This is an optimization exercise on Yosys and OpenROAD, whose aim is small area and a short achievable clock period, not a production implementation. RTL that was checked went through simulation tests only; none was proved equivalent to the original. Power is estimated from default activity; no workload was simulated.

## wip/garnet
// dsp_27x27u
module dsp_27x27u #(
    parameter LATENCY = 2,
    parameter AX_WIDTH = 27,
    parameter AY_WIDTH = 27,
    parameter RESULT_A_WIDTH = 54
) (
    input   clock,
    input   resetn,
    input   ivalid,
    input   iready,
    output  ovalid,
    output  oready,
    input [AX_WIDTH-1:0] ax,
    input [AY_WIDTH-1:0] ay,
    output [RESULT_A_WIDTH-1:0] resulta
);
    reg [26:0] xr;
    reg [13:0] negr;
    reg [13:0] oner;
    reg [13:0] twor;
    reg cs0_0;
    reg cs0_1;
    reg cs1_0;
    reg cs2_0;
    reg cs2_1;
    reg cs3_0;
    reg cs3_1;
    reg cs4_0;
    reg cs4_1;
    reg cs5_0;
    reg cs5_1;
    reg cs6_0;
    reg cs6_1;
    reg cs7_0;
    reg cs7_1;
    reg cs8_0;
    reg cs8_1;
    reg cs9_0;
    reg cs9_1;
    reg cs10_0;
    reg cs10_1;
    reg cs11_0;
    reg cs11_1;
    reg cs12_0;
    reg cs12_1;
    reg cs13_0;
    reg cs13_1;
    reg cs14_0;
    reg cs14_1;
    reg cs15_0;
    reg cs15_1;
  ...
clock: 8.5 ns
lec_check: 0
abc_clock_period_in_ps: 4000
cap_margin: 20
core_margin: 2
core_utilization: 40
setup_slack_margin: 5
slew_margin: 20
synth_hierarchical: 1
synth_minimum_keep_size: 0
run.sh (not shown) runs the stock make flow with config.mk's settings and CLKGATE_MAP_FILE= SYNTH_SCRIPT=/design/flow/synth_recipe.tcl, a recipe that flattens the netlist after the stock synthesis.
Input-level comparison between wip/delta and wip/garnet:
# wip/garnet
export LEC_CHECK = 0
export ABC_CLOCK_PERIOD_IN_PS = 4000
export CAP_MARGIN = 20
export CORE_MARGIN = 2
export CORE_UTILIZATION = 40
export SETUP_SLACK_MARGIN = 5
export SLEW_MARGIN = 20
export SYNTH_HIERARCHICAL = 1
export SYNTH_MINIMUM_KEEP_SIZE = 0
create_clock -name core_clock -period 8.5 [get_ports {clock}]
# wip/delta
export LEC_CHECK = 0
export ABC_CLOCK_PERIOD_IN_PS = 4000
export CAP_MARGIN = 20
export CORE_MARGIN = 2
export CORE_UTILIZATION = 40
export SETUP_SLACK_MARGIN = 4
export SLEW_MARGIN = 20
export SYNTH_HIERARCHICAL = 1
export SYNTH_MINIMUM_KEEP_SIZE = 0
create_clock -name core_clock -period 8.5 [get_ports {clock}]
==> comparison <==
Routed length on met3 (wip/delta vs. wip/garnet) decreases slightly. Comparing wip/garnet against wip/delta, there is no change at all in number of instances in the synthesized netlist. Relative to wip/garnet, detail-routed via count per cell decreased by 1.4% in wip/delta. wip/delta: all stages complete, timing, DRC and antenna checks passed. Per the final summary, wip/garnet finished and its layout is clean on timing, DRC and antenna. In the tables for wip/garnet and wip/delta, part of the power in combinational logic reads higher with wip/garnet. Per the comparison of wip/delta with wip/garnet, final number of setup-violating endpoints essentially unchanged, cell area decreased 3300 sq um, total iterations of the first detailed-routing run increased 2, worst setup slack decreased 0.069 ns, post-layout minimum cycle time increased 0.069 ns.
[inputs] wip/pepper vs wip/delta
# wip/delta
export LEC_CHECK = 0
export ABC_CLOCK_PERIOD_IN_PS = 4000
export CAP_MARGIN = 20
export CORE_MARGIN = 2
export CORE_UTILIZATION = 40
export SETUP_SLACK_MARGIN = 4
export SLEW_MARGIN = 20
export SYNTH_HIERARCHICAL = 1
export SYNTH_MINIMUM_KEEP_SIZE = 0
create_clock -name core_clock -period 8.5 [get_ports {clock}]
# wip/pepper
export LEC_CHECK = 0
export CAP_MARGIN = 20
export CORE_MARGIN = 2
export CORE_UTILIZATION = 40
export SLEW_MARGIN = 20
export SYNTH_HIERARCHICAL = 1
export SYNTH_MINIMUM_KEEP_SIZE = 0
create_clock -name core_clock -period 8.5 [get_ports {clock}]
==> comparison <==
Status | wip/delta and wip/pepper | clean
[diff] power, wip/pepper relative to wip/delta: improvement
Compared with wip/delta, in wip/pepper met3 wire length went up; met2 usage down 1.3 points.
wip/pepper ends up with lower via count than wip/delta does.
Minimum setup slack in the final design: wip/pepper vs wip/delta down 1.29 ns
wip/pepper against wip/delta: fmax fell by 21%, relative contribution of the clock network to total power rose by 0.3 points, clock skew stayed essentially flat.
Routed wire length: wip/pepper < wip/delta
On number of buffers outside the clock class in the layout, the higher figure sits with wip/delta, not wip/pepper.
Critical path depth for wip/pepper: 1 down relative to wip/delta
Setup changes, wip/pepper to wip/nickel
# wip/pepper
export LEC_CHECK = 0
export CAP_MARGIN = 20
export CORE_MARGIN = 2
export CORE_UTILIZATION = 40
export SLEW_MARGIN = 20
export SYNTH_HIERARCHICAL = 1
export SYNTH_MINIMUM_KEEP_SIZE = 0
create_clock -name core_clock -period 8.5 [get_ports {clock}]
# wip/nickel
export LEC_CHECK = 0
export ABC_CLOCK_PERIOD_IN_PS = 1200
export CAP_MARGIN = 20
export CORE_MARGIN = 2
export CORE_UTILIZATION = 40
export SETUP_SLACK_MARGIN = 4
export SLEW_MARGIN = 20
export SYNTH_HIERARCHICAL = 1
export SYNTH_MINIMUM_KEEP_SIZE = 0
create_clock -name core_clock -period 8.5 [get_ports {clock}]
==> summary.txt <==
In the tables for wip/pepper and wip/nickel, number of nets in the finished design reads lower with wip/pepper.
Slew at the pin with the worst max-slew slack was lower in the run labelled wip/nickel.
wip/nickel reports a higher relative slew slack than wip/pepper does.
On global-route usage: wip/nickel sits above wip/pepper.
Layout buffering overhead excluding clock cells (higher): wip/nickel
Compared with wip/pepper, wip/nickel shows a lower final critical-path share of the clock period.
Diff wip/nickel..wip/pepper | met3 layer usage reported by global route | negligible
Between wip/pepper and wip/nickel, area growth from synthesis to final layout is lower for wip/pepper, wip/nickel comes in above that.
No functional check of the RTL was part of any run of this note.

* * *

dsp_27x27u, a different RTL version from the one above (not shown whole).
Size: roughly 2,200 cells after synthesis, ~200 flip-flops, ~110 I/O pins, about 22,000 um2 of cells after synthesis.
Settings: LEC_CHECK=0, CAP_MARGIN=20, CORE_MARGIN=2, CORE_UTILIZATION=45, SETUP_SLACK_MARGIN=4.8, SLEW_MARGIN=20, SYNTH_HIERARCHICAL=1, SYNTH_MINIMUM_KEEP_SIZE=0, TNS_END_PERCENT=10; clock period 8.5 ns.
standard.sh (not shown) runs the stock make flow with config.mk's settings and CLKGATE_MAP_FILE= SYNTH_SCRIPT=/design/flow/synth_recipe.tcl, a recipe that flattens the netlist after the stock synthesis.
==> flow/flow/run.sh <==
#!/bin/bash
# Standard layout, with each tool's output kept in a log here.
set -e
bash standard.sh > standard.log 2>&1
Next try:
==> flow/run.sh (new file) <==
#!/bin/bash
# synth_recipe.tcl (not shown) runs the flow's synth.tcl, then flattens the netlist and writes it again
# the make line also repeats each setting of config.mk as NAME=value (left out here)
make -C /OpenROAD-flow-scripts/flow DESIGN_CONFIG=/design/flow/config.mk WORK_HOME=/design/flow/orfs CLKGATE_MAP_FILE= SYNTH_SCRIPT=/design/flow/synth_recipe.tcl finish
Settings changed: CORE_UTILIZATION 45 to 60.
removed: flow/flow/run.sh
removed: flow/standard.sh
=> Clock-buffer cell count stays the same; critical path depth grows by 4; hold slack improved by 0.15 ns; final area shrinks slightly; worst setup slack got worse by 0.038 ns; flip-flop and latch count stays the same; area after synthesis is unchanged; power grows slightly; non-clock buffer count grows by 6; maximum frequency shrinks slightly; sequential share of layout area grows by 0.15 points.

* * *

Setup of build 95:
Another version of the RTL of dsp_27x27u (not shown whole).
Size in the first run: roughly 2200 cells after synthesis, roughly 23000 um^2 of cells after synthesis.
Settings: LEC_CHECK=0, CAP_MARGIN=20, CORE_MARGIN=2, CORE_UTILIZATION=45, SETUP_SLACK_MARGIN=5.0, SLEW_MARGIN=20, SYNTH_HIERARCHICAL=1, SYNTH_MINIMUM_KEEP_SIZE=0; clock period 8.5 ns.
run.sh (not shown) runs the stock make flow with config.mk's settings and CLKGATE_MAP_FILE= SYNTH_SCRIPT=/design/flow/synth_recipe.tcl, a recipe that flattens the netlist after the stock synthesis.
Stock flow here: none of the scripts above is used.
Build 95: flow completed, timing, DRC and antenna clean
--- input diff build 95..build 47 ---
- changing SETUP_SLACK_MARGIN from 5.0 to 4.2
==> comparison <==
- Compared with build 95, build 47 shows a share of cells above drive strength 1 that is 21 points lower.
- Compared build 47 vs build 95, and global router's overall resource usage is down in build 47.
- Density: build 47 sparser than build 95
- Number of levels in the clock H-tree came out exactly the same in build 95 and build 47.
- Diff build 95 and build 47: clock power share higher in build 47
- Build 47 gives less cell area than build 95 did.
Changes in build 83 relative to build 47:
- changing SETUP_SLACK_MARGIN from 4.2 to 4.6
Findings:
Both conditions hold for build 83: the flow ran to the end and the final layout passed the timing, DRC and antenna checks.
~same worst hold slack in build 83 and build 47
Total power: build 83 above build 47
In the flow results for build 83 and build 47, the delay of the slowest critical-path stage is smaller on build 83.
Setup slack in build 83 is larger than in build 47.
No functional check of the RTL was part of any run of this note.

* * *

dsp_27x27u, a different RTL version from the one above (not shown whole).
For scale: ~2100 cells after synthesis, roughly 110 I/O pins, ~21000 um^2 of cells after synthesis.
==> flow/design.v (excerpt) <==
module dsp_27x27u #(
    parameter LATENCY = 2,
    parameter AX_WIDTH = 27,
    parameter AY_WIDTH = 27,
    parameter RESULT_A_WIDTH = 54
) (
    input   clock,
    input   resetn,
    input   ivalid,
    input   iready,
    output  ovalid,
    output  oready,
    input [AX_WIDTH-1:0] ax,
    input [AY_WIDTH-1:0] ay,
    output [RESULT_A_WIDTH-1:0] resulta
);
    reg [26:0] xr;
    reg [28:0] x3r;
    reg [8:0] negr;
    reg [8:0] oner;
    reg [8:0] twor;
    reg [8:0] thrr;
    reg [8:0] fourr;
    reg ytop;
    reg [12:0] lowr;
    reg pr12;
    reg gr12;
    reg pr13;
    reg gr13;
    reg pr14;
    reg gr14;
    reg pr15;
    reg gr15;
    reg pr16;
    reg gr16;
    reg pr17;
    reg gr17;
    reg pr18;
    reg gr18;
    reg pr19;
    reg gr19;
    reg pr20;
    reg gr20;
    reg pr21;
    reg gr21;
    reg pr22;
    reg gr22;
    reg pr23;
    reg gr23;
    reg pr24;
    reg gr24;
    reg pr25;
    reg gr25;
    reg pr26;
    reg gr26;
    reg pr27;
    reg gr27;
    reg pr28;
    reg gr28;
    reg pr29;
    reg gr29;
    reg pr30;
    reg gr30;
    reg pr31;
    reg gr31;
    reg pr32;
    reg gr32;
    reg pr33;
    reg gr33;
    reg pr34;
    reg gr34;
    reg pr35;
    reg gr35;
    reg pr36;
    reg gr36;
    reg pr37;
    reg gr37;
    reg pr38;
    reg gr38;
    reg pr39;
    reg gr39;
    reg pr40;
    reg gr40;
    reg pr41;
    reg gr41;
    reg pr42;
    reg gr42;
    reg pr43;
    reg gr43;
    reg pr44;
    reg gr44;
    reg pr45;
    reg gr45;
    reg pr46;
    reg gr46;
    reg pr47;
    reg gr47;
    reg pr48;
    reg gr48;
    reg pr49;
    reg gr49;
    reg pr50;
    reg gr50;
    reg pr51;
    reg gr51;
    reg pr52;
    reg gr52;
    reg pr53;
    reg gr53;
    wire pp1;
    wire pp2;
    wire pp3;
    wire pp4;
    wire pp5;
    wire pp6;
    wire pp7;
    wire pp8;
    wire pp9;
    wire pp10;
    wire pp11;
    wire pp12;
    wire pp13;
    wire pp14;
    wire pp15;
    wire pp16;
    wire pp17;
    wire pp18;
    wire pp19;
    wire pp20;
    wire pp21;
    wire pp22;
    wire pp23;
  ...
export LEC_CHECK = 0
export CAP_MARGIN = 20
export CORE_MARGIN = 2
export CORE_UTILIZATION = 45
export SETUP_SLACK_MARGIN = 4.8
export SLEW_MARGIN = 20
export SYNTH_HIERARCHICAL = 1
export SYNTH_MINIMUM_KEEP_SIZE = 0
export TNS_END_PERCENT = 10
create_clock -name core_clock -period 8.5 [get_ports {clock}]
standard.sh (not shown) runs the stock make flow with config.mk's settings and CLKGATE_MAP_FILE= SYNTH_SCRIPT=/design/flow/synth_recipe.tcl, a recipe that flattens the netlist after the stock synthesis.
==> flow/flow/run.sh <==
#!/bin/bash
# The standard layout (standard.sh), except that the buffers on the ports are
# plain buffers (buf_2) rather than the delay cells the default picks.
# make's output goes to standard.log; each ORFS step keeps its own log under orfs/logs.
set -euo pipefail
bash standard.sh finish "BUFFER_PORTS_ARGS=-buffer_cell sky130_fd_sc_hd__buf_2" > standard.log 2>&1
The starting point completed with no timing, DRC or antenna violations.
Next try:
==> flow/run.sh (new file) <==
#!/bin/bash
# synth_recipe.tcl (not shown) runs the flow's synth.tcl, then flattens the netlist and writes it again
# the make line also repeats each setting of config.mk as NAME=value (left out here)
make -C /OpenROAD-flow-scripts/flow DESIGN_CONFIG=/design/flow/config.mk WORK_HOME=/design/flow/orfs CLKGATE_MAP_FILE= SYNTH_SCRIPT=/design/flow/synth_recipe.tcl finish
removed: flow/flow/run.sh
removed: flow/standard.sh
The changed run finished clean.
Maximum frequency goes down by 2.0%.
Sequential share of layout area goes down by 0.15 points.
Register-to-register slack is about the same.
No functional check of the RTL was part of any run of this note.

* * *

RTL: one of the versions met above, not the one the previous note started from.
Size in the first run: about 2200 cells after synthesis, roughly 200 flip-flops, roughly 110 I/O pins.
## dsp_27x27u
module dsp_27x27u #(
    parameter LATENCY = 2,
    parameter AX_WIDTH = 27,
    parameter AY_WIDTH = 27,
    parameter RESULT_A_WIDTH = 54
) (
    input   clock,
    input   resetn,
    input   ivalid,
    input   iready,
    output  ovalid,
    output  oready,
    input [AX_WIDTH-1:0] ax,
    input [AY_WIDTH-1:0] ay,
    output [RESULT_A_WIDTH-1:0] resulta
);
make LEC_CHECK=0 CAP_MARGIN=20 CORE_MARGIN=2 CORE_UTILIZATION=45 SETUP_SLACK_MARGIN=4.55 SLEW_MARGIN=20 SYNTH_HIERARCHICAL=1 SYNTH_MINIMUM_KEEP_SIZE=0 finish   # period 8.5 ns
run.sh (not shown) runs the stock make flow with config.mk's settings and CLKGATE_MAP_FILE= SYNTH_SCRIPT=/design/flow/synth_recipe.tcl, a recipe that flattens the netlist after the stock synthesis.
Stock flow here: none of the scripts above is used.
The starting point ran to the end with no violations.
Rerun with:
==> flow/flow/run.sh (new file) <==
#!/bin/bash
# The standard layout (standard.sh), except that the buffers on the ports are
# plain buffers (buf_2) rather than the delay cells the default picks.
# make's output goes to standard.log; each ORFS step keeps its own log under orfs/logs.
set -euo pipefail
bash standard.sh finish "BUFFER_PORTS_ARGS=-buffer_cell sky130_fd_sc_hd__buf_2" > standard.log 2>&1
==> flow/standard.sh (new file) <==
#!/bin/bash
# synth_recipe.tcl (not shown) runs the flow's synth.tcl, then flattens the netlist and writes it again
# the make line also repeats each setting of config.mk as NAME=value (left out here)
make -C /OpenROAD-flow-scripts/flow DESIGN_CONFIG=/design/flow/config.mk WORK_HOME=/design/flow/orfs CLKGATE_MAP_FILE= SYNTH_SCRIPT=/design/flow/synth_recipe.tcl "${@:-finish}"
--- a/flow/config.mk
+++ b/flow/config.mk
@@ -11 +11 @@
-export SETUP_SLACK_MARGIN = 4.55
+export SETUP_SLACK_MARGIN = 4.8
@@ -14,0 +15 @@
+export TNS_END_PERCENT = 10
removed: flow/run.sh
The new run passed the timing, DRC and antenna checks.
Hold slack improved by 0.14 ns.
Area after synthesis is unchanged.
Global-route usage came out lower by 0.28 points.
First-iteration DRC count came out higher by 3.2%.
Final area came out lower by 3.4%.
Routed wire length came out higher by 0.32%.
Rerun with:
==> flow/run.sh (new file) <==
#!/bin/bash
# synth_recipe.tcl (not shown) runs the flow's synth.tcl, then flattens the netlist and writes it again
# the make line also repeats each setting of config.mk as NAME=value (left out here)
make -C /OpenROAD-flow-scripts/flow DESIGN_CONFIG=/design/flow/config.mk WORK_HOME=/design/flow/orfs CLKGATE_MAP_FILE= SYNTH_SCRIPT=/design/flow/synth_recipe.tcl finish
removed: flow/flow/run.sh
removed: flow/standard.sh
The changed run went through all stages and came out clean.
Design area goes up by 3.2%.
Fmax goes down by 0.82%.
Combinational power goes up by about 2%.
Worst setup slack loses 0.033 ns.
Sequential share of layout area goes down by 0.38 points.
Clock-buffer cell count stays the same.

[separate check: timing with driven ports]
The flow's constraints put no driver on any port. The routed layouts listed below were extracted and timed again, unchanged, in two steps.
Step 1 sets driving cells, clkbuf_16 on the clock port and buf_2 on the other inputs (assumed; they add their load-dependent delay and slew).
Step 2 times the ports against the registers' clock, not the clock port: input delays grow and output delays shrink by t, the midpoint of the rising clock arrivals with the driver on.
Slacks: no drivers / after step 1 / after step 2; pairs: no drivers / after step 1.
run | t (ns) | setup slack, ns | hold slack, ns
wip/garnet | 0.544 | 3.591 / 3.522 / 4.066 | 0.634 / 0.634 / 0.634
wip/delta | 0.531 | 3.523 / 3.462 / 3.993 | 0.706 / 0.706 / 0.706
wip/pepper | 0.528 | 2.230 / 2.172 / 2.700 | 0.703 / 0.703 / 0.703
wip/nickel | 0.531 | 3.523 / 3.462 / 3.993 | 0.706 / 0.706 / 0.706
the first run of note 2 | 0.522 | 4.488 / 4.433 / 4.155 | 0.773 / 0.773 / 0.773
the second run of note 2 | 0.514 | 4.450 / 4.390 / 4.131 | 0.923 / 0.923 / 0.923
build 95 | 0.525 | 4.463 / 4.409 / 4.541 | 0.793 / 0.793 / 0.793
build 47 | 0.534 | 4.160 / 4.100 / 3.979 | 0.892 / 0.892 / 0.892
build 83 | 0.535 | 4.436 / 4.376 / 4.357 | 0.892 / 0.892 / 0.892
the first run of note 4 | 0.521 | 4.518 / 4.472 / 4.518 | 0.841 / 0.841 / 0.841
the second run of note 4 | 0.524 | 4.438 / 4.381 / 4.257 | 0.850 / 0.850 / 0.850
the first run of note 5 | 0.524 | 4.471 / 4.416 / 4.299 | 0.771 / 0.771 / 0.771
the second run of note 5 | 0.524 | 4.521 / 4.464 / 4.254 | 0.906 / 0.906 / 0.906
the third run of note 5 | 0.522 | 4.488 / 4.433 / 4.155 | 0.773 / 0.773 / 0.773
After both steps setup and hold are still met in every run listed.
